This design comes from an exercise in tuning for small area, a short achievable clock period and few clock cycles on the open sky130 flow, not from production work. RTL that was checked went through simulation tests only; none was proved equivalent to the original. The RTL of run 6 was laid out without a check of its function. The flow treats the clock pin as an ideal source, which a real chip does not have. Power figures rest on the tool's default switching activity, not on a simulated workload.

**flow/run.sh**
```bash
#!/bin/bash
# The standard layout (standard.sh) with these changes:
#  - synthesis: flow/synth.tcl, the standard synthesis script with ABC mapping
#    the combinational logic for area (flow/abc_area.script); adders are left
#    to ABC (no full/half adder cell mapping, no Kogge-Stone carry trees),
#  - the port buffers are buf_2 cells,
#  - after CTS, flow/outputs.tcl makes the registers that drive output ports
#    faster (larger drive strength, or internal loads moved behind a buffer),
#  - optional clock tree settings from flow/cts.env.
# The make output goes to flow.log; ORFS keeps each step's log in orfs/logs.
set -euo pipefail
here=$(pwd)
export MY_ABC_SCRIPT="$here/flow/abc_area.script"
export ADDER_MAP_FILE=
export SYNTH_OPERATIONS_ARGS="-nofsm"
export BUFFER_PORTS_ARGS="-buffer_cell sky130_fd_sc_hd__buf_2"
export POST_CTS_TCL="$here/flow/outputs.tcl"
if [[ -f flow/cts.env ]]; then source flow/cts.env; fi
sed "s#SYNTH_SCRIPT=[^ ]*#SYNTH_SCRIPT=$here/flow/synth.tcl#" standard.sh > own.sh
bash own.sh > flow.log 2>&1
```
**flow/abc_area.script**
```
strash
&get -n
&fraig -x
&put
dc2
strash
&get -n
&dch -f
&nf -a -R 1000
&put
topo
```
**flow/cts.env**
```
export CTS_ARGS="-sink_clustering_enable -repair_clock_nets -sink_clustering_size 22 -sink_clustering_max_diameter 150 -dont_use_dummy_load"
```
**flow/outputs.tcl**
```tcl
# Registers that drive output ports: upsize them where the cell has a larger
# drive strength; otherwise move their internal loads behind a buffer so that
# the register only drives its output buffer and that one buffer.
set block [ord::get_db_block]
set n_sized 0
set n_buf 0
foreach bterm [$block getBTerms] {
  if {[$bterm getIoType] != "OUTPUT"} { continue }
  set pnet [$bterm getNet]
  set obuf ""
  foreach it [$pnet getITerms] {
    if {[$it isOutputSignal]} { set obuf [$it getInst] }
  }
  if {$obuf == ""} { continue }
  set in_it [$obuf findITerm A]
  set net [$in_it getNet]
  set drv ""
  foreach it [$net getITerms] {
    if {[$it isOutputSignal]} { set drv [$it getInst] }
  }
  if {$drv == ""} { continue }
  set m [[$drv getMaster] getName]
  if {![string match "*df*" $m]} { continue }
  if {$m == "sky130_fd_sc_hd__dfxtp_1" || $m == "sky130_fd_sc_hd__dfxtp_2"} {
    replace_cell [$drv getName] sky130_fd_sc_hd__dfxtp_4
    incr n_sized
    continue
  }
  set loads {}
  foreach it [$net getITerms] {
    if {[$it isInputSignal] && [$it getInst] != $obuf} {
      lappend loads [get_pins "[[$it getInst] getName]/[[$it getMTerm] getName]"]
    }
  }
  if {[llength $loads] >= 2} {
    insert_buffer -buffer_cell sky130_fd_sc_hd__buf_2 -net [get_nets [$net getName]] -load_pins $loads
    incr n_buf
  }
}
puts "outputs.tcl: $n_sized registers upsized, $n_buf buffers inserted"
detailed_placement
check_placement -verbose
```
**flow/synth.tcl**
```tcl
# synth_recipe.tcl (the standard synthesis) with one change: ABC maps the
# combinational logic with an area-oriented script (MY_ABC_SCRIPT) in place of
# ORFS's delay-oriented one.  Registers are mapped before ABC runs, as in the
# standard synthesis, so they keep their names and cell types.
proc synth {args} { yosys synth -nofsm -noshare {*}$args }
proc abc {args} {
  set i [lsearch -exact $args -script]
  if {$i >= 0} { lset args [expr {$i + 1}] $::env(MY_ABC_SCRIPT) }
  yosys abc {*}$args
}
source $::env(SCRIPTS_DIR)/synth.tcl
# left out here: clear keep_hierarchy, flatten, clean up, hide names made inside functions, write 1_2_yosys.v
```
**standard.sh**
```bash
#!/bin/bash
# synth_recipe.tcl (not shown) runs the flow's synth.tcl, then flattens the netlist and writes it again
# the make line also repeats each setting of config.mk as NAME=value (left out here)
make -C /OpenROAD-flow-scripts/flow DESIGN_CONFIG=/design/flow/config.mk WORK_HOME=/design/flow/orfs CLKGATE_MAP_FILE= SYNTH_SCRIPT=/design/flow/synth_recipe.tcl "${@:-finish}"
```
**config.mk**
```make
export PLATFORM = sky130hd
export DESIGN_NAME = Top
export DESIGN_NICKNAME = Top
export VERILOG_FILES = /design/flow/design.v
export SDC_FILE = /design/flow/constraint.sdc
export NUM_CORES = 4
export LEC_CHECK = 0
export CAP_MARGIN = 20
export CORE_MARGIN = 2
export CORE_UTILIZATION = 40
export SLEW_MARGIN = 20
```
**constraint.sdc**
```tcl
create_clock -name core_clock -period 74.0 [get_ports {clk}]
set_input_delay 14.8000 -clock core_clock [delete_from_list [all_inputs] [get_ports {clk}]]
set_output_delay 14.8000 -clock core_clock [all_outputs]
set_load 0.01 [all_outputs]
```
**design.v**
```verilog
`timescale 1ns / 1ps
module Top(
    input clk,
    input rst,
    output [8:0] imem_addr,
    input  [8:0] imem_data,
    output [17:0] dmem_addr,
    input  [8:0]  dmem_rdata,
    output        dmem_we,
    output [8:0]  dmem_wdata,
    output        done
);
localparam DS = 3;             
localparam DN = 18 / DS;       
localparam O_LDACR = 4'd0, O_LOAD = 4'd1, O_STORER = 4'd2, O_STACR = 4'd3,
           O_ADD = 4'd4, O_SUB = 4'd5, O_MUL = 4'd6, O_DIV = 4'd7,
           O_IMM = 4'd8, O_MULR = 4'd9, O_LDAC = 4'd10;
localparam C_NOP = 3'd0, C_INC = 3'd1, C_DEC = 3'd2, C_EXIT = 3'd3,
           C_JLSB = 3'd4, C_JNLSB = 3'd5, C_JNNEG = 3'd6, C_MULTI = 3'd7;
reg        rq;                 
reg [8:0]  pc, iw;
reg [1:0]  k;
reg [3:0]  op;
reg [17:0] ac, mar;
reg        c0, c17;            
reg        we, dn;
reg        ld;                 
reg        dvb;                
reg        mlb;                
reg [4:0]  cnt;
reg [17:0] r1, r2, r3, r4, r5, r6, r7, r8;
assign imem_addr  = pc;
assign dmem_addr  = mar;
assign dmem_we    = we;
assign dmem_wdata = ac[8:0];
assign done       = dn;
reg [2:0] c1;
reg [1:0] n1;
reg [3:0] mc;
always @* begin
    c1 = C_NOP; n1 = 2'd0; mc = O_LDACR;
    case (iw)
        9'd4:  begin c1 = C_MULTI; mc = O_LDAC;   end
        9'd11: begin c1 = C_MULTI; mc = O_LDACR;  end
        9'd18: begin c1 = C_MULTI; mc = O_LOAD;   end
        9'd22: begin c1 = C_MULTI; mc = O_STORER; end
        9'd25: begin c1 = C_MULTI; mc = O_STACR;  end
        9'd30: begin c1 = C_INC; n1 = 2'd1; end
        9'd32: begin c1 = C_INC; n1 = 2'd2; end
        9'd34: begin c1 = C_INC; n1 = 2'd3; end
        9'd36: begin c1 = C_DEC; n1 = 2'd1; end
        9'd38: begin c1 = C_DEC; n1 = 2'd2; end
        9'd40: begin c1 = C_DEC; n1 = 2'd3; end
        9'd42: begin c1 = C_MULTI; mc = O_ADD;  end
        9'd46: begin c1 = C_MULTI; mc = O_SUB;  end
        9'd50: begin c1 = C_MULTI; mc = O_MUL;  end
        9'd53: begin c1 = C_MULTI; mc = O_DIV;  end
        9'd56: begin c1 = C_MULTI; mc = O_IMM;  end
        9'd59: begin c1 = C_MULTI; mc = O_MULR; end
        9'd63: c1 = C_JLSB;
        9'd67: c1 = C_JNLSB;
        9'd71: c1 = C_JNNEG;
        9'd75: c1 = C_EXIT;
        default: c1 = C_NOP;
    endcase
end
reg [17:0] rd;
always @* begin
    case (iw[2:0])
        3'd0: rd = r8;
        3'd1: rd = r1;
        3'd2: rd = r2;
        3'd3: rd = r3;
        3'd4: rd = r4;
        3'd5: rd = r5;
        3'd6: rd = r6;
        default: rd = r7;
    endcase
end
wire busy  = ld | dvb;                     
wire k1x   = (k == 2'd1) && (c1 != C_MULTI);
wire needx = k1x || (k == 2'd2) || (k == 2'd3);
wire isj   = (k == 2'd1) && (c1 == C_JLSB || c1 == C_JNLSB || c1 == C_JNNEG);
wire jt    = (c1 == C_JLSB)  ? ~c0 :
             (c1 == C_JNLSB) ?  c0 : ~c17;
wire x1    = k1x && !busy;                        
wire x2    = (k == 2'd2) && !busy && !mlb;         
wire x3    = (k == 2'd3) && !busy;                 
wire ismul = (op == O_MUL) || (op == O_MULR);
wire        mfirst = x2 && ismul;
wire        mact   = mfirst || mlb;
wire [17:0] msrc   = (op == O_MULR) ? rd : {9'd0, iw};
wire [17:0] msh    = msrc >> cnt;
wire        mlast  = mlb ? (msh[17:1] == 17'd0) : (msrc[17:2] == 16'd0);
wire        sub = (k == 2'd1) ? (c1 == C_DEC) : (op == O_SUB && !mlb);
wire        xz  = mlb ? 1'b0 :
                  (k == 2'd1) ? 1'b0 :
                  (op == O_LOAD || op == O_IMM || op == O_STACR) ? 1'b1 :
                  ismul ? ~msrc[0] : 1'b0;
reg  [17:0] addy;
always @* begin
    if (mlb)                    addy = msh[0] ? mar : 18'd0;
    else if (k == 2'd1)         addy = {16'd0, n1};
    else case (op)
        O_ADD, O_SUB, O_LOAD, O_STACR: addy = rd;
        O_IMM:                  addy = {9'd0, iw};
        O_MUL, O_MULR:          addy = msrc[1] ? {ac[16:0], 1'b0} : 18'd0;
        default:                addy = 18'd0;         
    endcase
end
wire [17:0] addx = xz ? 18'd0 : ac;
wire [17:0] sum  = addx + (sub ? ~addy : addy) + {17'd0, sub};
wire        dfirst = x2 && (op == O_DIV);
wire [8:0]  dv     = dvb ? mar[8:0] : iw;
reg  [8:0]  drem;
reg  [17:0] dq;
reg  [9:0]  dt;
integer i;
always @* begin
    drem = dvb ? mar[17:9] : 9'd0;
    dq   = ac;
    for (i = 0; i < DS; i = i + 1) begin
        dt = {drem, dq[17]};
        if (dt >= {1'b0, dv}) begin
            drem = dt[8:0] - dv;
            dq   = {dq[16:0], 1'b1};
        end else begin
            drem = dt[8:0];
            dq   = {dq[16:0], 1'b0};
        end
    end
end
wire dlast = (cnt == DN - 1);
wire halt = (k == 2'd1) && (c1 == C_EXIT);
wire adv  = !(needx && busy) && !halt && !(mact && !mlast);
wire [17:0] rwd = ac & {18{~rq}};
wire        rwr = x2 && (op == O_STORER);
always @(posedge clk) begin
    if (rq || (rwr && iw[2:0] == 3'd1)) r1 <= rwd;
    if (rq || (rwr && iw[2:0] == 3'd2)) r2 <= rwd;
    if (rq || (rwr && iw[2:0] == 3'd3)) r3 <= rwd;
    if (rq || (rwr && iw[2:0] == 3'd4)) r4 <= rwd;
    if (rq || (rwr && iw[2:0] == 3'd5)) r5 <= rwd;
    if (rq || (rwr && iw[2:0] == 3'd6)) r6 <= rwd;
    if (rq || (rwr && iw[2:0] == 3'd7)) r7 <= rwd;
    if (rq || (rwr && iw[2:0] == 3'd0)) r8 <= rwd;
end
always @(posedge clk) begin
    rq <= rst;
    if (rq) begin
        pc <= 9'd0; k <= 2'd0;
        ac <= 18'd0; c0 <= 1'b0; c17 <= 1'b0;
        we <= 1'b0; dn <= 1'b0; ld <= 1'b0;
        dvb <= 1'b0; mlb <= 1'b0; cnt <= 5'd0;
    end else begin
        we <= 1'b0;
        ld <= 1'b0;
        if (adv) begin
            iw <= imem_data;
            if (isj) begin
                pc <= jt ? imem_data : pc + 9'd1;
                k  <= 2'd0;
            end else begin
                pc <= pc + 9'd1;
                if (k == 2'd1 && c1 == C_MULTI) begin
                    k  <= 2'd2;
                    op <= mc;
                end else if (k == 2'd2 && op == O_LDAC)
                    k <= 2'd3;
                else
                    k <= 2'd1;
            end
        end
        if (x1) begin
            if (c1 == C_INC || c1 == C_DEC) begin
                ac <= sum; c0 <= sum[0]; c17 <= sum[17];
            end
            if (c1 == C_EXIT) dn <= 1'b1;
        end
        if (x2) begin
            case (op)
                O_LOAD, O_ADD, O_SUB, O_IMM, O_MUL, O_MULR:
                          begin ac <= sum; c0 <= sum[0]; c17 <= sum[17]; end
                O_STORER: begin c0 <= sum[0]; c17 <= sum[17]; end
                O_STACR:  begin mar <= rd; we <= 1'b1; c0 <= sum[0]; c17 <= sum[17]; end
                O_LDACR:  begin mar <= rd; ld <= 1'b1; end
                O_LDAC:   mar[8:0] <= iw;
                default: ;
            endcase
        end
        if (x3) begin
            mar[17:9] <= iw;
            ld <= 1'b1;
        end
        if (ld) begin
            ac <= {9'd0, dmem_rdata}; c0 <= dmem_rdata[0]; c17 <= 1'b0;
        end
        if (mlb) begin
            ac <= sum; c0 <= sum[0]; c17 <= sum[17];
        end
        if (mact) begin
            if (mlast) begin
                mlb <= 1'b0; cnt <= 5'd0;
            end else begin
                mar <= mlb ? {mar[16:0], 1'b0} : {ac[15:0], 2'b00};
                mlb <= 1'b1; cnt <= mlb ? cnt + 5'd1 : 5'd2;
            end
        end
        if (dfirst || dvb) begin
            ac <= dq;
            if (dlast) begin
                c0 <= dq[0]; c17 <= dq[17];
                dvb <= 1'b0; cnt <= 5'd0;
            end else begin
                mar <= {drem, dv};
                dvb <= 1'b1; cnt <= cnt + 5'd1;
            end
        end
    end
end
endmodule
```
==> flow_summary.json, run 1 <==
{
  "maxCapViolCount": 0,
  "final_hold_viol_count": 0,
  "synth-simple-area-share": 0.1708,
  "cp-endpoint": "dmem_addr[15]",
  "slew_headroom": 0.2916,
  "grt_max_degree": 51,
  "drive_above_1_share": 0.1140,
  "synth_edf_count": 175,
  "arrival_ps": 1100,
  "overflow": 0,
  "max_freq_ghz": 0.06290,
  "slew_violations": 0,
  "cp_top_family": "flip-flops",
  "holdWs_ps": 498.4,
  "synth_top_family_by_area": "compound AO/OA/AOI/OAI gates",
  "synth_ff_type": "edfxtp_1",
  "grt_pass1_vias": 9683,
  "synth_warnings": 1,
  "cpMaxStageDelayCell": "edfxtp_1",
  "period_needed_ps": 15900,
  "synth_cells": 1259,
  "vdd_drop_max_mv": 0.01839,
  "synth.avg_cell_area_um2": 9.609,
  "min_period_over_period": 0.2148,
  "initial_core_util": 0.4071,
  "wirelength_um": 40440,
  "critical_path_required_ps": 59200,
  "ios": 58,
  "wl_per_cell_um": 22.88,
  "yosys.area_share.adder": 0.009101,
  "synth_mux_area_frac": 0.01996,
  "async_flop_share": 0,
  "num_antenna_cells": 0,
  "r2r-start": "dvb",
  "dp_hpwl_um": 27720,
  "syn_area_um2": 12100,
  "p_leak_nw": 4.802,
  "synth.net_count": 1279,
  "critical_path_depth": 1,
  "synth_common_cells": "175 x edfxtp_1, 171 x nand2_1, 134 x nor2_1",
  "row_count": 63,
  "synth_area_leaders": "edfxtp_1 43%, dfxtp_1 7.0%, nand2_1 5.3%, o21ai_0 5.0%, a21oi_1 4.2%",
  "drc": 0,
  "placed_cell_area_um2": 13130,
  "crit_start": "mar[15]",
  "layout.nets": 1399,
  "worst-r2r-setup-slack_ps": 63920,
  "vias": 10860,
  "synth_compound_area_frac": 0.2208,
  "area_growth_pct": 12.63,
  "synth_area_leader_cell": "edfxtp_1",
  "clock_latency_ps": 500,
  "antenna_left": 0,
  "ys_types": 53,
  "hold_path_class": "register to register",
  "crit_fanout": 2,
  "via_per_inst": 6.148,
  "die_w_um": 177.9,
  "coreArea_um2": 29720,
  "port_buffers": 57,
  "startpoint_type": "register",
  "gp_congestion": 0.9397,
  "report.final.setup_viol": 0,
  "skew_ps": 32.34,
  "rsz0062_at_grt": "false",
  "tightest_slew_ps": 1060,
  "yosysTopAreaCellShare": 0.4344,
  "die_h_um": 177.9,
  "critical_path_buf_inv_count": 1,
  "synth.most_common_cell": "edfxtp_1",
  "grt_usage": 0.2523,
  "outcome": "finished clean",
  "path_cells": "buf_2",
  "endpoint_kind": "primary output",
  "setup_tns_ps": 0,
  "worst_r2r_endpoint": "mar[9]",
  "first_pass_iters": 5,
  "ys_seq_elements": 217,
  "max_stage_delay_ps": 440,
  "seq_area_frac_synth": 0.5039,
  "crit_type": "register to primary output",
  "clk_pin_slew_ps": 110,
  "cts_tree": "done",
  "dieArea_um2": 31650,
  "cts_sinks": 217,
  "synthXorXnorAreaFrac": 0.06154,
  "grt_pass1_wl_um": 60280,
  "final_area_um2": 13630,
  "cellPowerDensity_nw_per_um2": 17.24,
  "antenna_found_initial": 0,
  "rr_worst_depth": 44,
  "dr.first_iter.drc_count": 1427
}
-- layer usage --
layer	vias to the layer above	global-route usage	wire, um
met3	82	0.02528	3484
met1	5218	0.3687	17320
li1	5033	-	-
met5	-	0	0
met4	0	0.08163	1406
met2	531	0.3924	18230
-- worst min-delay path by stage --
| stage | startpoint | endpoint | slack (ps) | cells past startpoint |
|---|---|---|---|---|
| final | dn | dn | 500 | 2 |
| after global routing | dn | dn | 530 | 2 |
| after detailed placement | dn | dn | 480 | 2 |
| after global placement | dn | dn | 470 | 2 |
| after floorplan | k[0] | k[0] | 470 | 2 |
-- metrics by stage --
step / power [mW] / std cells / utilization / setup slack, ps
global placement: 0.1657 / 1736 / 0.4419 / 58500
global route: 0.2415 / 1767 / 0.4585 / 58070
detailed placement: 0.1660 / 1736 / 0.4419 / 58520
floorplan: 0.1552 / 1259 / - / 58680
finish: 0.2348 / 1767 / 0.4585 / 58100
-- kinds of logic (layout without fill, tap and decap cells) --
| family | Yosys count | count (layout) |
|---|---|---|
| xor gates and xnor gates | 85 | 85 |
| muxes | 24 | 24 |
| adders and majority gates | 11 | 11 |
| buffers and inverters | 36 | 154 |
| and+or+nand+nor | 465 | 465 |
| AOI/OAI and AO/OA | 421 | 421 |
| DFF | 217 | 217 |
-- layout by cell type, fill, tap and decap left out, drive strengths merged, types with 25 or more instances in the layout --
| master | synthesis | final |
|---|---|---|
| nand3 | 46 | 46 |
| nor2 | 134 | 134 |
| edfxtp | 175 | 175 |
| a31oi | 28 | 28 |
| clkinv | 27 | 27 |
| xnor2 | 51 | 51 |
| nor2b | 25 | 25 |
| nand2 | 171 | 171 |
| dfxtp | 42 | 42 |
| xor2 | 34 | 34 |
| a21oi | 101 | 101 |
| buf | 9 | 114 |
| o21ai | 122 | 122 |
| o22ai | 28 | 28 |
| a22oi | 26 | 26 |
-- power by group --
group | total (mW) | leakage, nW | switching (mW) | internal (mW)
sequential | 0.138 | 2.15 | 0.00239 | 0.135
combinational | 0.0261 | 2.49 | 0.0176 | 0.00844
clock | 0.0713 | 0.160 | 0.0396 | 0.0316
-- layout make-up, without the clock buffers --
type | count | area (um2)
flip-flops and latches | 217 | 6171
multi-input cells | 1006 | 5872
repair buffers | 114 | 668.1
well taps | 390 | 488.0
inverters | 27 | 101.3
fillers | 2889 | 16090
-- state kept, by name (all words and copies together) (netlist names), 2 cells and up --
register / count
r4: 18
k: 2
r1: 18
r6: 18
cnt: 5
iw: 9
r7: 18
r3: 18
r2: 18
r8: 18
ac: 18
op: 4
pc: 9
mar: 18
r5: 18
Testbench counts, summed over its fixed seeds: cycles 157,379.
==> inputs of run 2 (changes only) <==
==> flow/cts.env (replaced) <==
export CTS_ARGS="-sink_clustering_enable -repair_clock_nets -sink_clustering_size 22 -sink_clustering_max_diameter 150 -dont_use_dummy_load"
export GPL_TIMING_DRIVEN=0
==> run 2 against run 1 <==
Still clean; utilization increased by 0.19 points; fmax decreased by 1.7%; synthesized cell count unchanged; sequential share of layout area decreased by 0.41 points; clock power decreased by 1%; via count decreased by 1.0%; clock skew decreased by 14 ps; sequential power about the same; wire length decreased by 2.8%; cell count decreased by 0.79%; register-to-register slack got worse by 110 ps; critical endpoint is now dmem_wdata[7]; largest power group unchanged.
==> flow_summary.json, run 2 <==
{
  "crit_type": "register to primary output",
  "synth_ff_type": "edfxtp_1",
  "final_hold_viol_count": 0,
  "min_period_over_period": 0.2185,
  "dp_hpwl_um": 26790,
  "grt_usage": 0.2476,
  "die_w_um": 177.9,
  "tightest_slew_ps": 1121,
  "vdd_drop_max_mv": 0.01254,
  "synth_area_leaders": "edfxtp_1 43%, dfxtp_1 7.0%, nand2_1 5.3%, o21ai_0 5.0%, a21oi_1 4.2%",
  "grt_pass1_vias": 10080,
  "grt_max_degree": 41,
  "final_cell_mix": "175 x edfxtp_1, 170 x nand2_1, 130 x nor2_1",
  "synth_area_leader_cell": "edfxtp_1",
  "synth.most_common_cell": "edfxtp_1",
  "cts_sinks": 217,
  "synth_top_family_by_area": "compound AO/OA/AOI/OAI gates",
  "drive_above_1_share": 0.1086,
  "report.final.setup_viol": 0,
  "num_antenna_cells": 0,
  "dieArea_um2": 31650,
  "startpoint_type": "register",
  "antenna_found_initial": 0,
  "cellPowerDensity_nw_per_um2": 17.13,
  "seq_area_frac_synth": 0.5039,
  "synth.net_count": 1279,
  "area_growth_pct": 13.09,
  "slew_headroom": 0.2505,
  "max_freq_ghz": 0.06184,
  "row_count": 63,
  "final_common_cell": "edfxtp_1",
  "placed_cell_area_um2": 13200,
  "rsz0062_at_grt": "false",
  "ys_seq_elements": 217,
  "clk_pin_slew_ps": 100,
  "synth_common_cells": "175 x edfxtp_1, 171 x nand2_1, 134 x nor2_1",
  "drc": 0,
  "layout.nets": 1385,
  "period_needed_ps": 16170,
  "seq_area_um2": 6141,
  "synth_edf_count": 175,
  "worst-r2r-setup-slack_ps": 63810,
  "yosys.area_share.adder": 0.009101,
  "port_buffers": 57,
  "fillers": 2803,
  "vias": 10750,
  "synthXorXnorAreaFrac": 0.06154,
  "max_stage_delay_ps": 590,
  "crit_fanout": 7,
  "syn_area_um2": 12100,
  "first_pass_iters": 5,
  "slew_violations": 0,
  "ys_types": 53,
  "synth_warnings": 1,
  "critical_path_required_ps": 59200,
  "cpMaxStageDelayCell": "dfxtp_1",
  "yosysTopAreaCellShare": 0.4344,
  "overflow": 0,
  "synth_mux_area_frac": 0.01996,
  "initial_core_util": 0.4071,
  "outcome": "finished clean",
  "async_flop_share": 0,
  "ios": 58,
  "skew_ps": 17.89,
  "coreArea_um2": 29720,
  "wl_per_cell_um": 22.43,
  "synth_compound_area_frac": 0.2208,
  "synth-simple-area-share": 0.1708,
  "multi_input_area_um2": 5952,
  "synth.avg_cell_area_um2": 9.609,
  "clock_latency_ps": 480,
  "final_area_um2": 13680,
  "die_h_um": 177.9,
  "wirelength_um": 39320,
  "maxCapViolCount": 0,
  "cts_tree": "done",
  "hold_path_class": "register to register",
  "gp_congestion": 0.9716,
  "synth_cells": 1259,
  "setup_tns_ps": 0,
  "arrival_ps": 1370,
  "grt_pass1_wl_um": 59800,
  "p_leak_nw": 4.794,
  "via_per_inst": 6.133,
  "antenna_left": 0,
  "dr.first_iter.drc_count": 1203,
  "path_cells": "buf_4 -> buf_2",
  "endpoint_kind": "primary output"
}
-- run 2: through the flow --
stage	setup WS (ps)	instances	power (mW)	hold WS (ps)	utilization
2_1_floorplan	58680	1259	0.1552	465.9	-
3_3_place_gp	58350	1706	0.1645	483.3	0.4331
3_5_place_dp	58360	1721	0.1661	495.4	0.4442
5_1_grt	57790	1753	0.2421	539.4	0.4604
6_report	57830	1753	0.2344	507.3	0.4604
-- run 2: cell type report, without the clock buffers --
cell class | count | area share
inverter | 27 | 0.007499
multi-input combinational | 1006 | 0.4350
sequential | 217 | 0.4488
buffer | 9 | 0.004938
timing repair buffer | 91 | 0.04426
tap | 390 | 0.03567
-- run 2: path summary, 6_finish.rpt --
kind,startpoint,endpoint,cells after the start
max,ac[7],dmem_wdata[7],2
min,dn,dn,2
max reg2reg,iw[1],mar[9],43
min reg2reg,dn,dn,2
-- run 2: cells by family (layout without fill, tap and decap cells) --
group                      after synthesis  after routing
buffers and inverters                   36            140
DFF                                    217            217
AOI/OAI and AO/OA                      421            421
xor gates and xnor gates                85             85
and+or+nand+nor                        465            465
adders and majority gates               11             11
muxes                                   24             24
-- run 2: critical path, delay by kind of cell, from the launching register on --
| kind | cells | cell delay, ps |
|---|---|---|
| flip-flops | 1 | 590 |
| buffers and inverters | 2 | 300 |
-- run 2: metal layers --
metal | vias up | GRT usage | part of all wire
li1 | 5012 | - | -
met1 | 5150 | 0.3391 | 0.42
met2 | 505 | 0.3978 | 0.46
met3 | 85 | 0.04284 | 0.084
met4 | 0 | 0.08197 | 0.031
met5 | - | 0 | 0
-- run 2: power breakdown --
| part | total, mW | switching, mW | internal, mW |
|---|---|---|---|
| registers | 0.139 | 0.00331 | 0.135 |
| logic | 0.0253 | 0.0167 | 0.00862 |
| clock network | 0.0703 | 0.0387 | 0.0316 |
| total | 0.234 | 0.0588 | 0.176 |
==> inputs of run 3 (changes only) <==
==> config.mk (replaced) <==
export PLATFORM = sky130hd
export DESIGN_NAME = Top
export DESIGN_NICKNAME = Top
export VERILOG_FILES = /design/flow/design.v
export SDC_FILE = /design/flow/constraint.sdc
export NUM_CORES = 4
export LEC_CHECK = 0
export CAP_MARGIN = 10
export CORE_MARGIN = 2
export CORE_UTILIZATION = 60
export SLEW_MARGIN = 10
==> run 3 against run 2 <==
Register-to-register slack lost 450 ps; sequential share of layout area grew 0.68 points; critical path type unchanged; clock power shrank 2%; global-route usage grew 8.8 points; fmax is essentially flat; highest routed layer unchanged; sequential cell count is the same; die area shrank 33%; setup slack lost 4.5 ps; largest cell class unchanged; area after synthesis is the same.
==> flow_summary.json, run 3 <==
{
  "drc": 0,
  "cts_sinks": 217,
  "coreArea_um2": 19650,
  "final_common_cell": "edfxtp_1",
  "ios": 58,
  "crit_fanout": 6,
  "gp_congestion": 0.9493,
  "async_flop_share": 0,
  "wirelength_um": 36860,
  "switchingPower_mw": 0.05685,
  "synth.avg_cell_area_um2": 9.609,
  "synth_area_leader_cell": "edfxtp_1",
  "clk_pin_slew_ps": 100,
  "grt_usage": 0.3361,
  "max_freq_ghz": 0.06182,
  "dp_hpwl_um": 25340,
  "rsz0062_at_grt": "false",
  "wl_per_cell_um": 22.63,
  "grt_pass1_vias": 10010,
  "synth_warnings": 1,
  "hold_path_class": "register to register",
  "tightest_slew_ps": 1164,
  "overflow": 0,
  "final_cell_mix": "175 x edfxtp_1, 171 x nand2_1, 132 x nor2_1",
  "setup_tns_ps": 0,
  "synth_ff_type": "edfxtp_1",
  "outcome": "finished clean",
  "vdd_drop_max_mv": 0.01916,
  "crit_type": "register to primary output",
  "startpoint_type": "register",
  "internal_power_mw": 0.1755,
  "dieArea_um2": 21310,
  "dr.first_iter.drc_count": 1289,
  "syn_area_um2": 12100,
  "synth_edf_count": 175,
  "final_area_um2": 13470,
  "slew_violations": 0,
  "clock_latency_ps": 480,
  "cellPowerDensity_nw_per_um2": 17.24,
  "placed_cell_area_um2": 13010,
  "endpoint_kind": "primary output",
  "p_seq_frac": 0.596,
  "vias": 10860,
  "synth.most_common_cell": "edfxtp_1",
  "instances_no_fill": 1629,
  "synth.net_count": 1279,
  "slew_headroom": 0.2209,
  "port_buffers": 57,
  "report.final.setup_viol": 0,
  "arrival_ps": 1380,
  "synth_cells": 1259,
  "die_h_um": 146.0,
  "critical_path_required_ps": 59200,
  "first_pass_iters": 6,
  "min_period_over_period": 0.2186,
  "holdWs_ps": 488.5,
  "die_w_um": 146.0,
  "drive_above_1_share": 0.1041,
  "row_count": 51,
  "ys_types": 53,
  "skew_ps": 29.78,
  "layout.nets": 1386,
  "grt_max_degree": 43,
  "p_leak_nw": 4.778,
  "maxCapViolCount": 0,
  "ys_seq_elements": 217,
  "final_hold_viol_count": 0,
  "num_antenna_cells": 0,
  "antenna_found_initial": 0,
  "p_sw_frac": 0.2447,
  "clkPwrFrac": 0.296,
  "via_per_inst": 6.667,
  "yosysTopAreaCellShare": 0.4344,
  "antenna_left": 0,
  "synth_area_leaders": "edfxtp_1 43%, dfxtp_1 7.0%, nand2_1 5.3%, o21ai_0 5.0%, a21oi_1 4.2%",
  "initial_core_util": 0.6155,
  "pwr-share-comb": 0.108,
  "dp_cells": 1597,
  "period_needed_ps": 16180,
  "area_growth_pct": 11.38,
  "seq_area_frac_synth": 0.5039,
  "grt_pass1_wl_um": 56300,
  "synth_common_cells": "175 x edfxtp_1, 171 x nand2_1, 134 x nor2_1",
  "cts_tree": "done",
  "total_power_mw": 0.2323
}
==> run 3: cell counts after synthesis <==
No cell type changed its count.
==> run 3: cell type report, without the clock buffers <==
class                   count  area, um2
multi-input cells        1006       5892
inverters                  27      102.6
repair buffers             92      615.6
fillers                  1675       6180
flip-flops and latches    217       6140
well taps                 265      331.6
plain buffers               9      67.56
==> run 3: power groups by stage <==
stage               Combinational (mW)  Sequential [mW]  Clock, mW
finish                          0.0250            0.139     0.0689
global route                    0.0267            0.139     0.0735
detailed placement              0.0233            0.142          0
global placement                0.0215            0.142          0
floorplan                       0.0142            0.141          0
==> run 3: stage by stage <==
| step | setup slack [ps] | util |
|---|---|---|
| global route | 57800 | 0.6856 |
| finish | 57820 | 0.6856 |
| global placement | 58380 | 0.6469 |
| detailed placement | 58390 | 0.6618 |
| floorplan | 58680 | - |
==> run 3: cell families after synthesis <==
family | share of synthesized area
compound gates | 0.2208
fa+ha+maj | 0.009102
mux | 0.01996
xor+xnor | 0.06154
flops | 0.5039
simple gates | 0.1708
buf+inv | 0.01396
==> run 3: critical path, stage by stage (launching register included) <==
cell	delay [ps]
dfxtp_1	600
buf_4	180
buf_2	120
==> run 3: metal layers <==
metal  part of all wire  vias to the layer above  wire (um)  global-route usage
met5                  0                        -          0                   0
met4              0.035                        0       1285              0.1141
met3               0.10                       92       3676             0.05862
met2               0.47                      566      17280              0.5354
met1               0.40                     5180      14620              0.4697
li1                   -                     5022          -                   -
==> run 3: final timing paths <==
kind / from / endpoint / slack, ps / cells past startpoint
worst min-delay path: dn / dn / 490 / 2
worst max register to register: dvb / mar[9] / 63360 / 43
worst min register to register: dn / dn / 490 / 2
worst max-delay path: ac[1] / dmem_wdata[1] / 57820 / 2
==> inputs of run 4 (changes only) <==
--- a/design.v
+++ b/design.v
@@ -10,7 +10,7 @@
     output [8:0]  dmem_wdata,
     output        done
 );
-localparam DS = 3;             
+localparam DS = 2;             
 localparam DN = 18 / DS;       
 localparam O_LDACR = 4'd0, O_LOAD = 4'd1, O_STORER = 4'd2, O_STACR = 4'd3,
            O_ADD = 4'd4, O_SUB = 4'd5, O_MUL = 4'd6, O_DIV = 4'd7,
@@ -64,19 +64,11 @@
         default: c1 = C_NOP;
     endcase
 end
-reg [17:0] rd;
-always @* begin
-    case (iw[2:0])
-        3'd0: rd = r8;
-        3'd1: rd = r1;
-        3'd2: rd = r2;
-        3'd3: rd = r3;
-        3'd4: rd = r4;
-        3'd5: rd = r5;
-        3'd6: rd = r6;
-        default: rd = r7;
-    endcase
-end
+wire [7:0]  rsel = 8'd1 << iw[2:0];
+wire [17:0] rd = ({18{rsel[0]}} & r8) | ({18{rsel[1]}} & r1) |
+                 ({18{rsel[2]}} & r2) | ({18{rsel[3]}} & r3) |
+                 ({18{rsel[4]}} & r4) | ({18{rsel[5]}} & r5) |
+                 ({18{rsel[6]}} & r6) | ({18{rsel[7]}} & r7);
 wire busy  = ld | dvb;                     
 wire k1x   = (k == 2'd1) && (c1 != C_MULTI);
 wire needx = k1x || (k == 2'd2) || (k == 2'd3);
@@ -95,15 +87,17 @@
 wire        sub = (k == 2'd1) ? (c1 == C_DEC) : (op == O_SUB && !mlb);
 wire        xz  = mlb ? 1'b0 :
                   (k == 2'd1) ? 1'b0 :
-                  (op == O_LOAD || op == O_IMM || op == O_STACR) ? 1'b1 :
+                  (op == O_LOAD || op == O_IMM || op == O_STACR ||
+                   op == O_LDACR || (op == O_LDAC && k == 2'd2)) ? 1'b1 :
                   ismul ? ~msrc[0] : 1'b0;
 reg  [17:0] addy;
 always @* begin
     if (mlb)                    addy = msh[0] ? mar : 18'd0;
     else if (k == 2'd1)         addy = {16'd0, n1};
     else case (op)
-        O_ADD, O_SUB, O_LOAD, O_STACR: addy = rd;
+        O_ADD, O_SUB, O_LOAD, O_STACR, O_LDACR: addy = rd;
         O_IMM:                  addy = {9'd0, iw};
+        O_LDAC:                 addy = (k == 2'd2) ? {9'd0, iw} : {iw, 9'd0};
         O_MUL, O_MULR:          addy = msrc[1] ? {ac[16:0], 1'b0} : 18'd0;
         default:                addy = 18'd0;         
     endcase
@@ -112,25 +106,26 @@
 wire [17:0] sum  = addx + (sub ? ~addy : addy) + {17'd0, sub};
 wire        dfirst = x2 && (op == O_DIV);
 wire [8:0]  dv     = dvb ? mar[8:0] : iw;
+wire        dz12   = (ac[17:6] == 12'd0);
+wire        dz6    = (ac[17:12] == 6'd0);
+wire [17:0] dskip  = dz12 ? {ac[5:0], 12'd0} : dz6 ? {ac[11:0], 6'd0} : ac;
+wire [4:0]  dcnt0  = dz12 ? 5'd1 + 12 / DS : dz6 ? 5'd1 + 6 / DS : 5'd1;
 reg  [8:0]  drem;
 reg  [17:0] dq;
 reg  [9:0]  dt;
+reg  [10:0] dd;
 integer i;
 always @* begin
     drem = dvb ? mar[17:9] : 9'd0;
-    dq   = ac;
+    dq   = dvb ? ac : dskip;
     for (i = 0; i < DS; i = i + 1) begin
         dt = {drem, dq[17]};
-        if (dt >= {1'b0, dv}) begin
-            drem = dt[8:0] - dv;
-            dq   = {dq[16:0], 1'b1};
-        end else begin
-            drem = dt[8:0];
-            dq   = {dq[16:0], 1'b0};
-        end
+        dd = {1'b0, dt} - {2'b00, dv};         
+        drem = dd[10] ? dt[8:0] : dd[8:0];
+        dq   = {dq[16:0], ~dd[10]};
     end
 end
-wire dlast = (cnt == DN - 1);
+wire dlast = dvb ? (cnt == DN - 1) : (dz12 && DN == 12 / DS + 1);
 wire halt = (k == 2'd1) && (c1 == C_EXIT);
 wire adv  = !(needx && busy) && !halt && !(mact && !mlast);
 wire [17:0] rwd = ac & {18{~rq}};
@@ -182,14 +177,14 @@
                 O_LOAD, O_ADD, O_SUB, O_IMM, O_MUL, O_MULR:
                           begin ac <= sum; c0 <= sum[0]; c17 <= sum[17]; end
                 O_STORER: begin c0 <= sum[0]; c17 <= sum[17]; end
-                O_STACR:  begin mar <= rd; we <= 1'b1; c0 <= sum[0]; c17 <= sum[17]; end
-                O_LDACR:  begin mar <= rd; ld <= 1'b1; end
-                O_LDAC:   mar[8:0] <= iw;
+                O_STACR:  begin mar <= sum; we <= 1'b1; c0 <= sum[0]; c17 <= sum[17]; end
+                O_LDACR:  begin mar <= sum; ld <= 1'b1; end
+                O_LDAC:   ac <= sum;           
                 default: ;
             endcase
         end
-        if (x3) begin
-            mar[17:9] <= iw;
+        if (x3) begin                      
+            mar <= sum;
             ld <= 1'b1;
         end
         if (ld) begin
@@ -213,7 +208,7 @@
                 dvb <= 1'b0; cnt <= 5'd0;
             end else begin
                 mar <= {drem, dv};
-                dvb <= 1'b1; cnt <= cnt + 5'd1;
+                dvb <= 1'b1; cnt <= dvb ? cnt + 5'd1 : dcnt0;
             end
         end
     end
==> flow/cts.env (replaced) <==
export CTS_ARGS="-sink_clustering_enable -repair_clock_nets -sink_clustering_size 22 -sink_clustering_max_diameter 150 -dont_use_dummy_load"
==> config.mk (replaced) <==
export PLATFORM = sky130hd
export DESIGN_NAME = Top
export DESIGN_NICKNAME = Top
export VERILOG_FILES = /design/flow/design.v
export SDC_FILE = /design/flow/constraint.sdc
export NUM_CORES = 4
export LEC_CHECK = 0
export CAP_MARGIN = 20
export CORE_MARGIN = 2
export CORE_UTILIZATION = 40
export SLEW_MARGIN = 20
==> run 4 against run 3 <==
First-iteration DRC count shrank 15%; sequential power hardly changed; utilization decreased by 23 points; power shrank 2.2%; critical endpoint is now dmem_wdata[3]; largest power group unchanged; highest routed layer unchanged.
==> flow_summary.json, run 4 <==
{
  "outcome": "finished clean",
  "wl_per_cell_um": 23.12,
  "synth_edf_count": 175,
  "grt_pass1_wl_um": 59660,
  "antenna_left": 0,
  "antenna_found_initial": 0,
  "endpoint_kind": "primary output",
  "max_freq_ghz": 0.06257,
  "skew_ps": 17.71,
  "p_leak_nw": 4.482,
  "critical_path_buf_inv_count": 2,
  "min_period_over_period": 0.2160,
  "synth_warnings": 1,
  "report.final.setup_viol": 0,
  "cellPowerDensity_nw_per_um2": 17.02,
  "seq_area_frac_synth": 0.5128,
  "synth_cells": 1209,
  "yosysTopAreaCellShare": 0.4421,
  "synth_common_cells": "175 x edfxtp_1, 154 x nand2_1, 129 x nor2_1",
  "clk_pin_slew_ps": 100,
  "synth_area_leader_cell": "edfxtp_1",
  "place_ws_ps": 58370,
  "synth.avg_cell_area_um2": 9.833,
  "vias": 10490,
  "port_buffers": 57,
  "syn_area_um2": 11890,
  "synth.net_count": 1229,
  "slew_headroom": 0.2904,
  "gp_congestion": 0.9580,
  "p_seq_frac": 0.606,
  "final_hold_viol_count": 0,
  "synth_ff_type": "edfxtp_1",
  "crit_type": "register to primary output",
  "wirelength_um": 39540,
  "initial_core_util": 0.4032,
  "path_cells": "buf_4 -> buf_2",
  "final_cell_mix": "175 x edfxtp_1, 154 x nand2_1, 128 x nor2_1",
  "area_growth_pct": 12.26,
  "cp_top_family": "buffers and inverters",
  "first_pass_iters": 7,
  "internal_power_mw": 0.1729,
  "critical_path_depth": 2,
  "async_flop_share": 0,
  "synth_area_leaders": "edfxtp_1 44%, dfxtp_1 7.1%, nand2_1 4.9%, a21oi_1 4.6%, nor2_1 4.1%",
  "arrival_ps": 1180,
  "final_core_util": 0.4527,
  "period_needed_ps": 15980,
  "drc": 0,
  "finalWorstSetupSlack_ps": 58020,
  "clock_latency_ps": 480,
  "tightest_slew_ps": 1064,
  "rr_worst_depth": 42,
  "ys_seq_elements": 217,
  "coreArea_um2": 29480,
  "startpoint_type": "register",
  "crit_fanout": 10,
  "row_count": 63,
  "cts_tree": "done",
  "clkPwrFrac": 0.309,
  "die_w_um": 176.4,
  "via_per_inst": 6.135,
  "synth.most_common_cell": "edfxtp_1",
  "die_h_um": 176.4,
  "ys_types": 57,
  "final_common_cell": "edfxtp_1",
  "critical_path_required_ps": 59200,
  "hold_path_depth": 2,
  "pwr-share-comb": 0.085,
  "cts_sinks": 217,
  "hold_path_class": "register to register",
  "p_sw_frac": 0.2389,
  "fillers": 2866,
  "total_power_mw": 0.2271,
  "grt_usage": 0.2499,
  "layout.nets": 1341,
  "max_stage_delay_ps": 320,
  "drive_above_1_share": 0.1099,
  "ios": 58,
  "slew_violations": 0,
  "grt_pass1_vias": 9721,
  "dieArea_um2": 31110,
  "setup_tns_ps": 0,
  "vdd_drop_max_mv": 0.02171,
  "worst-r2r-setup-slack_ps": 63850,
  "cpMaxStageDelayCell": "dfxtp_1",
  "rsz0062_at_grt": "false",
  "overflow": 0,
  "grt_max_degree": 54,
  "dp_hpwl_um": 26460,
  "maxCapViolCount": 0,
  "switchingPower_mw": 0.05425,
  "dr.first_iter.drc_count": 1091
}
[run 4: cell count changes after synthesis, sizes merged, moves of 9 or more]
cell / before / now
nand2: 171 / 154
and2: 14 / 3
and3: 9 / 19
nand2b: 17 / 26
a21oi: 101 / 110
o21ai: 122 / 88
xor2: 34 / 25
a22oi: 26 / 17
[run 4: area by class of cell, without the clock buffers]
type	instances	area, um2	share of cell area
antenna	1	2.502	0.0001875
inverter	22	82.58	0.006188
multi-input combinational	961	5677	0.4254
sequential	217	6162	0.4617
tap	390	488.0	0.03656
timing repair buffer	106	608.1	0.04557
[run 4: routing by layer]
layer / GRT usage / share of wire / routed length [um]
met3: 0.03101 / 0.072 / 2843
met5: 0 / 0 / 0
met2: 0.4095 / 0.47 / 18550
met1: 0.3527 / 0.43 / 17160
met4: 0.06233 / 0.025 / 981
[run 4: final timing paths]
kind / from / endpoint
setup / recovery: ac[3] / dmem_wdata[3]
hold reg to reg: dn / dn
setup reg to reg: iw[2] / mar[17]
hold / removal: dn / dn
[run 4: cells by family after synthesis]
group	count (synthesis)	synth area share
adders and majority gates	5	0.004210
muxes	25	0.02126
xor gates and xnor gates	79	0.05820
DFF	217	0.5128
and+or+nand+nor	461	0.1776
buffers and inverters	31	0.01263
AOI/OAI and AO/OA	391	0.2133
[run 4: per-stage QoR]
| step | std cells | hold WS (ps) | cell area [um2] |
|---|---|---|---|
| 2_1_floorplan | 1209 | 460.9 | 11890 |
| 3_3_place_gp | 1678 | 481.4 | 12860 |
| 3_5_place_dp | 1678 | 480.3 | 12860 |
| 5_1_grt | 1709 | 522.1 | 13340 |
| 6_report | 1710 | 487.5 | 13350 |
[run 4: worst min-delay path: cells and delay by family (launching register included)]
kind,cells,cell delay [ps]
AND/OR/NAND/NOR,1,70
flip-flops,1,360
AO/OA/AOI/OAI,1,40
[run 4: power groups by stage]
stage	registers (mW)	clock network, mW	logic (mW)
3_3_place_gp	0.141	0	0.0180
3_5_place_dp	0.141	0	0.0181
5_1_grt	0.138	0.0748	0.0209
2_1_floorplan	0.141	0	0.0101
6_report	0.138	0.0702	0.0193
Testbench counts of run 4, summed over its fixed seeds: cycles 154,544.
==> inputs of run 5 (changes only) <==
--- a/design.v
+++ b/design.v
@@ -10,7 +10,7 @@
     output [8:0]  dmem_wdata,
     output        done
 );
-localparam DS = 2;             
+localparam DS = 3;             
 localparam DN = 18 / DS;       
 localparam O_LDACR = 4'd0, O_LOAD = 4'd1, O_STORER = 4'd2, O_STACR = 4'd3,
            O_ADD = 4'd4, O_SUB = 4'd5, O_MUL = 4'd6, O_DIV = 4'd7,
==> run 5 against run 4 <==
First-iteration DRC count rose by 45%; setup slack improved by 93 ps; clock power rose by 1%; combinational power rose by 37%; power rose by 3.8%; worst hold slack got worse by 2.4 ps; clock skew rose by 11 ps; largest power group unchanged.
==> flow_summary.json, run 5 <==
{
  "syn_area_um2": 12210,
  "grt_max_degree": 50,
  "wl_per_cell_um": 23.26,
  "layout.nets": 1397,
  "outcome": "finished clean",
  "ys_types": 57,
  "port_buffers": 57,
  "slew_headroom": 0.2294,
  "vdd_drop_max_mv": 0.01090,
  "synth_common_cells": "175 x edfxtp_1, 154 x nand2_1, 139 x nor2_1",
  "endpoint_kind": "primary output",
  "via_per_inst": 6.224,
  "drc": 0,
  "yosysTopAreaCellShare": 0.4303,
  "final_cell_mix": "175 x edfxtp_1, 154 x nand2_1, 137 x nor2_1",
  "cp_top_family": "flip-flops",
  "clk_pin_slew_ps": 110,
  "crit_type": "register to primary output",
  "critical_path_required_ps": 59200,
  "ys_seq_elements": 217,
  "synth.avg_cell_area_um2": 9.669,
  "hold_path_class": "register to register",
  "final_core_util": 0.4586,
  "clkPwrFrac": 0.302,
  "place_ws_ps": 58440,
  "setup_tns_ps": 0,
  "pwr-share-comb": 0.112,
  "first_pass_iters": 6,
  "skew_ps": 28.66,
  "clock_latency_ps": 490,
  "overflow": 0,
  "slew_violations": 0,
  "final_common_cell": "edfxtp_1",
  "grt_usage": 0.2555,
  "cpMaxStageDelayCell": "edfxtp_1",
  "crit_fanout": 2,
  "path_cells": "buf_2",
  "drive_above_1_share": 0.1091,
  "die_w_um": 178.7,
  "antenna_left": 0,
  "num_antenna_cells": 0,
  "final_hold_viol_count": 0,
  "cellPowerDensity_nw_per_um2": 17.21,
  "max_freq_ghz": 0.06294,
  "grt_pass1_wl_um": 61540,
  "die_h_um": 178.7,
  "synth.most_common_cell": "edfxtp_1",
  "cts_tree": "done",
  "seq_area_frac_synth": 0.4992,
  "max_stage_delay_ps": 440,
  "synth_edf_count": 175,
  "finalWorstSetupSlack_ps": 58110,
  "wirelength_um": 41060,
  "area_growth_pct": 12.19,
  "synth_warnings": 1,
  "arrival_ps": 1090,
  "p_seq_frac": 0.586,
  "maxCapViolCount": 0,
  "rsz0062_at_grt": "false",
  "coreArea_um2": 29870,
  "synth_cells": 1263,
  "p_leak_nw": 4.629,
  "initial_core_util": 0.4088,
  "synth_area_leaders": "edfxtp_1 43%, dfxtp_1 6.9%, xnor2_1 4.9%, nand2_1 4.7%, a21oi_1 4.7%",
  "row_count": 63,
  "synth_ff_type": "edfxtp_1",
  "gp_congestion": 0.9561,
  "tightest_slew_ps": 1147,
  "cts_sinks": 217,
  "report.final.setup_viol": 0,
  "startpoint_type": "register",
  "p_sw_frac": 0.2539,
  "antenna_found_initial": 0,
  "min_period_over_period": 0.2147,
  "dr.first_iter.drc_count": 1584,
  "synth.net_count": 1283,
  "period_needed_ps": 15890,
  "grt_pass1_vias": 10150,
  "internal_power_mw": 0.1759,
  "switchingPower_mw": 0.05986,
  "critical_path_buf_inv_count": 1,
  "dieArea_um2": 31940,
  "holdWs_ps": 485.0,
  "dp_hpwl_um": 27790,
  "ios": 58,
  "vias": 10990,
  "synth_area_leader_cell": "edfxtp_1",
  "async_flop_share": 0
}
-- run 5: changes by cell type in the layout (fill, tap and decap cells not counted), sizes merged, moves of 4 or more --
cell,previous run,this run
xnor2,54,69
a222oi,26,30
a21oi,110,114
a31oi,31,39
and3,19,23
clkinv,22,26
nand3,51,38
or3,7,3
o211ai,9,5
a221oi,15,8
o21ai,88,114
maj3,5,11
nor2,129,139
-- run 5: path summary, 6_finish.rpt --
path / start / to / slack [ps] / cells past startpoint
hold / removal: dn / dn / 490 / 2
setup reg to reg: ac[15] / mar[14] / 63240 / 45
setup / recovery: mar[13] / dmem_addr[13] / 58110 / 1
hold reg to reg: dn / dn / 490 / 2
-- run 5: final cells by class, without the clock buffers --
class / count / area (um2)
Multi-Input combinational cell: 1011 / 5987
Tap cell: 390 / 488.0
Timing Repair Buffer: 108 / 630.6
Fill cell: 2852 / 16170
Sequential cell: 217 / 6172
Inverter: 26 / 97.59
-- run 5: cells by family (layout without fill, tap and decap cells) --
logic type | Yosys count | in the layout | share of synthesized area
buffers and inverters | 35 | 147 | 0.01352
adders and majority gates | 11 | 11 | 0.009017
and+or+nand+nor | 465 | 465 | 0.1744
DFF | 217 | 217 | 0.4992
AOI/OAI and AO/OA | 416 | 416 | 0.2157
muxes | 25 | 25 | 0.02080
xor gates and xnor gates | 94 | 94 | 0.06742
-- run 5: power groups by stage --
stage | combinational (mW) | clock, mW | sequential, mW
after global routing | 0.0287 | 0.0768 | 0.138
final | 0.0265 | 0.0712 | 0.138
after detailed placement | 0.0250 | 0 | 0.142
after floorplan | 0.0152 | 0 | 0.141
after global placement | 0.0249 | 0 | 0.142
-- run 5: metal layers --
layer  GRT usage  share of wire  wire [um]  up-vias
li1            -              -          -     5076
met1      0.3500           0.41      16870     5312
met3     0.05153          0.096       3929       77
met4     0.08299          0.036       1462        0
met2      0.4062           0.46      18800      521
met5           0              0          0        -
-- run 5: worst min-delay path, delay by kind of cell, from the launching register on --
kind | cells | cell delay, ps
AO/OA/AOI/OAI | 1 | 40
flip-flops | 1 | 350
AND/OR/NAND/NOR | 1 | 70
-- run 5: per-stage QoR --
| step | cells | power, mW | cell area [um2] |
|---|---|---|---|
| 3_5_place_dp | 1733 | 0.1668 | 13190 |
| 5_1_grt | 1765 | 0.2439 | 13700 |
| 3_3_place_gp | 1733 | 0.1665 | 13190 |
| 2_1_floorplan | 1263 | 0.1564 | 12210 |
| 6_report | 1765 | 0.2357 | 13700 |
Testbench counts of run 5, summed over its fixed seeds: cycles 151,713.
==> inputs of run 6 (changes only) <==
--- a/design.v
+++ b/design.v
@@ -10,7 +10,7 @@
     output [8:0]  dmem_wdata,
     output        done
 );
-localparam DS = 3;             
+localparam DS = 2;             
 localparam DN = 18 / DS;       
 localparam O_LDACR = 4'd0, O_LOAD = 4'd1, O_STORER = 4'd2, O_STACR = 4'd3,
            O_ADD = 4'd4, O_SUB = 4'd5, O_MUL = 4'd6, O_DIV = 4'd7,
@@ -34,36 +34,27 @@
 assign dmem_we    = we;
 assign dmem_wdata = ac[8:0];
 assign done       = dn;
-reg [2:0] c1;
-reg [1:0] n1;
-reg [3:0] mc;
-always @* begin
-    c1 = C_NOP; n1 = 2'd0; mc = O_LDACR;
-    case (iw)
-        9'd4:  begin c1 = C_MULTI; mc = O_LDAC;   end
-        9'd11: begin c1 = C_MULTI; mc = O_LDACR;  end
-        9'd18: begin c1 = C_MULTI; mc = O_LOAD;   end
-        9'd22: begin c1 = C_MULTI; mc = O_STORER; end
-        9'd25: begin c1 = C_MULTI; mc = O_STACR;  end
-        9'd30: begin c1 = C_INC; n1 = 2'd1; end
-        9'd32: begin c1 = C_INC; n1 = 2'd2; end
-        9'd34: begin c1 = C_INC; n1 = 2'd3; end
-        9'd36: begin c1 = C_DEC; n1 = 2'd1; end
-        9'd38: begin c1 = C_DEC; n1 = 2'd2; end
-        9'd40: begin c1 = C_DEC; n1 = 2'd3; end
-        9'd42: begin c1 = C_MULTI; mc = O_ADD;  end
-        9'd46: begin c1 = C_MULTI; mc = O_SUB;  end
-        9'd50: begin c1 = C_MULTI; mc = O_MUL;  end
-        9'd53: begin c1 = C_MULTI; mc = O_DIV;  end
-        9'd56: begin c1 = C_MULTI; mc = O_IMM;  end
-        9'd59: begin c1 = C_MULTI; mc = O_MULR; end
-        9'd63: c1 = C_JLSB;
-        9'd67: c1 = C_JNLSB;
-        9'd71: c1 = C_JNNEG;
-        9'd75: c1 = C_EXIT;
-        default: c1 = C_NOP;
-    endcase
-end
+wire [5:0] oc = iw[6:1];
+wire o_ldac  = (oc == 6'd2),  o_ldacr = (oc == 6'd5),  o_load = (oc == 6'd9);
+wire o_stor  = (oc == 6'd11), o_stacr = (oc == 6'd12);
+wire o_inc1  = (oc == 6'd15), o_inc2  = (oc == 6'd16), o_inc3 = (oc == 6'd17);
+wire o_dec1  = (oc == 6'd18), o_dec2  = (oc == 6'd19), o_dec3 = (oc == 6'd20);
+wire o_add   = (oc == 6'd21), o_sub   = (oc == 6'd23), o_mul  = (oc == 6'd25);
+wire o_div   = (oc == 6'd26), o_imm   = (oc == 6'd28), o_mulr = (oc == 6'd29);
+wire o_jlsb  = (oc == 6'd31), o_jnlsb = (oc == 6'd33), o_jnneg = (oc == 6'd35);
+wire o_exit  = (oc == 6'd37);
+wire o_multi = o_ldac | o_ldacr | o_load | o_stor | o_stacr | o_add | o_sub |
+               o_mul | o_div | o_imm | o_mulr;
+wire o_inc   = o_inc1 | o_inc2 | o_inc3;
+wire o_dec   = o_dec1 | o_dec2 | o_dec3;
+wire [2:0] c1 = o_multi ? C_MULTI : o_inc ? C_INC : o_dec ? C_DEC :
+                o_exit ? C_EXIT : o_jlsb ? C_JLSB : o_jnlsb ? C_JNLSB :
+                o_jnneg ? C_JNNEG : C_NOP;
+wire [1:0] n1 = {o_inc2 | o_inc3 | o_dec2 | o_dec3, o_inc1 | o_inc3 | o_dec1 | o_dec3};
+wire [3:0] mc = o_ldac ? O_LDAC : o_ldacr ? O_LDACR : o_load ? O_LOAD :
+                o_stor ? O_STORER : o_stacr ? O_STACR : o_add ? O_ADD :
+                o_sub ? O_SUB : o_mul ? O_MUL : o_div ? O_DIV :
+                o_imm ? O_IMM : O_MULR;
 wire [7:0]  rsel = 8'd1 << iw[2:0];
 wire [17:0] rd = ({18{rsel[0]}} & r8) | ({18{rsel[1]}} & r1) |
                  ({18{rsel[2]}} & r2) | ({18{rsel[3]}} & r3) |
@@ -81,24 +72,27 @@
 wire ismul = (op == O_MUL) || (op == O_MULR);
 wire        mfirst = x2 && ismul;
 wire        mact   = mfirst || mlb;
-wire [17:0] msrc   = (op == O_MULR) ? rd : {9'd0, iw};
-wire [17:0] msh    = msrc >> cnt;
-wire        mlast  = mlb ? (msh[17:1] == 17'd0) : (msrc[17:2] == 16'd0);
+wire        mulr   = (op == O_MULR);
+wire [8:0]  ish    = iw >> cnt;
+wire        mbit   = mulr ? rd[cnt] : ish[0];
+wire [1:0]  mg0    = mulr ? rd[1:0] : iw[1:0];
+wire        mlast  = mulr ? (mlb && cnt == 5'd17) :
+                     mlb ? (ish[8:1] == 8'd0) : (iw[8:2] == 7'd0);
 wire        sub = (k == 2'd1) ? (c1 == C_DEC) : (op == O_SUB && !mlb);
 wire        xz  = mlb ? 1'b0 :
                   (k == 2'd1) ? 1'b0 :
                   (op == O_LOAD || op == O_IMM || op == O_STACR ||
                    op == O_LDACR || (op == O_LDAC && k == 2'd2)) ? 1'b1 :
-                  ismul ? ~msrc[0] : 1'b0;
+                  ismul ? ~mg0[0] : 1'b0;
 reg  [17:0] addy;
 always @* begin
-    if (mlb)                    addy = msh[0] ? mar : 18'd0;
+    if (mlb)                    addy = mbit ? mar : 18'd0;
     else if (k == 2'd1)         addy = {16'd0, n1};
     else case (op)
         O_ADD, O_SUB, O_LOAD, O_STACR, O_LDACR: addy = rd;
         O_IMM:                  addy = {9'd0, iw};
         O_LDAC:                 addy = (k == 2'd2) ? {9'd0, iw} : {iw, 9'd0};
-        O_MUL, O_MULR:          addy = msrc[1] ? {ac[16:0], 1'b0} : 18'd0;
+        O_MUL, O_MULR:          addy = mg0[1] ? {ac[16:0], 1'b0} : 18'd0;
         default:                addy = 18'd0;         
     endcase
 end
@@ -128,7 +122,7 @@
 wire dlast = dvb ? (cnt == DN - 1) : (dz12 && DN == 12 / DS + 1);
 wire halt = (k == 2'd1) && (c1 == C_EXIT);
 wire adv  = !(needx && busy) && !halt && !(mact && !mlast);
-wire [17:0] rwd = ac & {18{~rq}};
+wire [17:0] rwd = ac;
 wire        rwr = x2 && (op == O_STORER);
 always @(posedge clk) begin
     if (rq || (rwr && iw[2:0] == 3'd1)) r1 <= rwd;
==> flow/abc_area.script (replaced) <==
strash
&get -n
&fraig -x
&put
dc2
strash
dch -f
amap
strash
dch -f
amap
topo
==> run 6 against run 5 <==
Synthesized cell count decreased by 4.0%; die area decreased by 6.2%; via count fell by 2.9%; sequential power increased by 5%; wire length fell by 0.95%.
==> flow_summary.json, run 6 <==
{
  "outcome": "finished clean",
  "overflow": 0,
  "slew_violations": 0,
  "antenna_found_initial": 1,
  "die_w_um": 173.1,
  "drc": 0,
  "synth_top_family_by_area": "compound AO/OA/AOI/OAI gates",
  "rsz0062_at_grt": "false",
  "tightest_slew_ps": 1155,
  "crit_type": "register to primary output",
  "hold_path_class": "register to register",
  "final_area_um2": 12920,
  "critical_path_required_ps": 59200,
  "die_h_um": 173.1,
  "crit_fanout": 14,
  "vdd_drop_max_mv": 0.01219,
  "yosysTopAreaCellShare": 0.4595,
  "synth_mux_area_frac": 0,
  "ios": 58,
  "syn_area_um2": 11440,
  "cp_top_family": "buffers and inverters",
  "seq_area_frac_synth": 0.5330,
  "async_flop_share": 0,
  "dp_hpwl_um": 27690,
  "synth_common_cells": "180 x nor2_1, 175 x edfxtp_1, 142 x nand2_1",
  "setup_tns_ps": 0,
  "ys_seq_elements": 217,
  "row_count": 61,
  "synth.avg_cell_area_um2": 9.437,
  "min_period_over_period": 0.2167,
  "clk_pin_slew_ps": 110,
  "final_hold_viol_count": 0,
  "port_buffers": 57,
  "synth_area_leaders": "edfxtp_1 46%, dfxtp_1 7.4%, nor2_1 5.9%, nand2_1 4.7%, o21ai_0 4.0%",
  "maxCapViolCount": 0,
  "synth_compound_area_frac": 0.2616,
  "dieArea_um2": 29960,
  "coreArea_um2": 27930,
  "first_pass_iters": 6,
  "dr.first_iter.drc_count": 1118,
  "grt_pass1_wl_um": 61000,
  "placed_cell_area_um2": 12430,
  "area_growth_pct": 13.00,
  "skew_ps": 23.22,
  "period_needed_ps": 16040,
  "grt_usage": 0.2653,
  "synthXorXnorAreaFrac": 0,
  "grt_max_degree": 39,
  "synth.net_count": 1232,
  "synth_warnings": 1,
  "wl_per_cell_um": 23.85,
  "cpMaxStageDelayCell": "dfxtp_1",
  "wirelength_um": 40670,
  "via_per_inst": 6.257,
  "layout.nets": 1348,
  "path_cells": "buf_4 -> buf_2",
  "cellPowerDensity_nw_per_um2": 19.53,
  "final_common_cell": "nor2_1",
  "synth_cells": 1212,
  "startpoint_type": "register",
  "cts_tree": "done",
  "critical_path_buf_inv_count": 2,
  "clock_latency_ps": 480,
  "p_leak_nw": 4.410,
  "endpoint_kind": "primary output",
  "max_freq_ghz": 0.06236,
  "arrival_ps": 1240,
  "final_cell_mix": "179 x nor2_1, 175 x edfxtp_1, 142 x nand2_1",
  "slew_headroom": 0.2280,
  "grt_pass1_vias": 9965,
  "yosys.area_share.adder": 0,
  "synth_ff_type": "edfxtp_1",
  "final_core_util": 0.4626,
  "antenna_left": 0,
  "vias": 10670,
  "drive_above_1_share": 0.1154,
  "report.final.setup_viol": 0,
  "synth_area_leader_cell": "edfxtp_1",
  "max_stage_delay_ps": 330,
  "ys_types": 44,
  "gp_congestion": 0.9983,
  "synth.most_common_cell": "nor2_1",
  "holdWs_ps": 479.0,
  "synth-simple-area-share": 0.1651,
  "initial_core_util": 0.4094,
  "synth_edf_count": 175,
  "cts_sinks": 217
}
==> run 6: final cells by class, without the clock buffers <==
class                   count  area (um2)
well taps                 378       473.0
fillers                  2701       15010
multi-input cells         881        4923
diodes                      1       2.502
flip-flops and latches    217        6167
inverters                 105       394.1
repair buffers            110       638.1
==> run 6: report_power, final <==
part           switching, mW  internal [mW]  leakage [nW]  total [mW]
Clock                 0.0378         0.0316         0.160      0.0694
Combinational         0.0257         0.0122          2.11      0.0379
Sequential           0.00553          0.140          2.14       0.145
==> run 6: logic make-up (layout without fill, tap and decap cells) <==
kind of cell           after synthesis  after routing
other                                0              1
AO/OA/AOI/OAI                      441            441
flip-flops                         217            217
buffers and inverters              114            228
AND/OR/NAND/NOR                    440            440
==> run 6: per-stage QoR <==
step           std cells  power, mW  worst slack, ps
2_1_floorplan       1212     0.1691            58510
3_3_place_gp        1673     0.1839            58310
3_5_place_dp        1673     0.1843            58280
5_1_grt             1705     0.2618            57930
6_report            1705     0.2524            57960
==> run 6: worst paths after layout <==
path	from	to	slack (ps)	cells past startpoint
worst min-delay path	dn	dn	480	2
worst max register to register	dvb	mar[9]	64760	40
worst max-delay path	ac[1]	dmem_wdata[1]	57960	2
worst min register to register	dn	dn	480	2
==> run 6: metal layers <==
| layer | vias to the layer above | global-route usage | routed length [um] |
|---|---|---|---|
| met5 | - | 0 | 0 |
| met2 | 558 | 0.4422 | 18910 |
| met4 | 0 | 0.1130 | 1816 |
| met3 | 100 | 0.04068 | 3723 |
| li1 | 4924 | - | - |
| met1 | 5087 | 0.3442 | 16230 |
==> run 6: tightest hold or removal path: stages, from the launching register on <==
cell	delay [ps]
dfxtp_4	350
a21oi_1	30
nor2_1	60

==> re-timing with driven ports <==
In the flow no input, the clock included, has a driving cell. The finished layouts below were timed again as built, in two steps. Step 1 assumes that a clkbuf_16 drives the clock port and a buf_2 every other input. Step 2 also shifts input and output timing later by t, the mid clock arrival at the registers, as if the neighbouring blocks saw the same clock. Slacks: ideal / step 1 / step 2; pairs: ideal / step 1.
run | t (ns) | setup slack, ns | worst hold slack (ns) | latest minus earliest clock arrival (ns) | worst slew at a driven data input, ns
run 1 | 0.535 | 58.103 / 58.052 / 58.518 | 0.498 / 0.498 / 0.498 | 0.032 / 0.032 | 0.04
run 2 | 0.519 | 57.829 / 57.783 / 58.302 | 0.507 / 0.507 / 0.507 | 0.018 / 0.018 | 0.04
run 3 | 0.517 | 57.825 / 57.777 / 58.294 | 0.489 / 0.489 / 0.489 | 0.030 / 0.030 | 0.04
run 4 | 0.521 | 58.018 / 57.970 / 58.330 | 0.487 / 0.487 / 0.487 | 0.020 / 0.020 | 0.04
run 5 | 0.527 | 58.111 / 58.059 / 58.403 | 0.485 / 0.485 / 0.485 | 0.029 / 0.028 | 0.04
run 6 | 0.526 | 57.964 / 57.908 / 58.341 | 0.479 / 0.479 / 0.479 | 0.023 / 0.023 | 0.04
After both steps setup and hold are still met in every run listed.
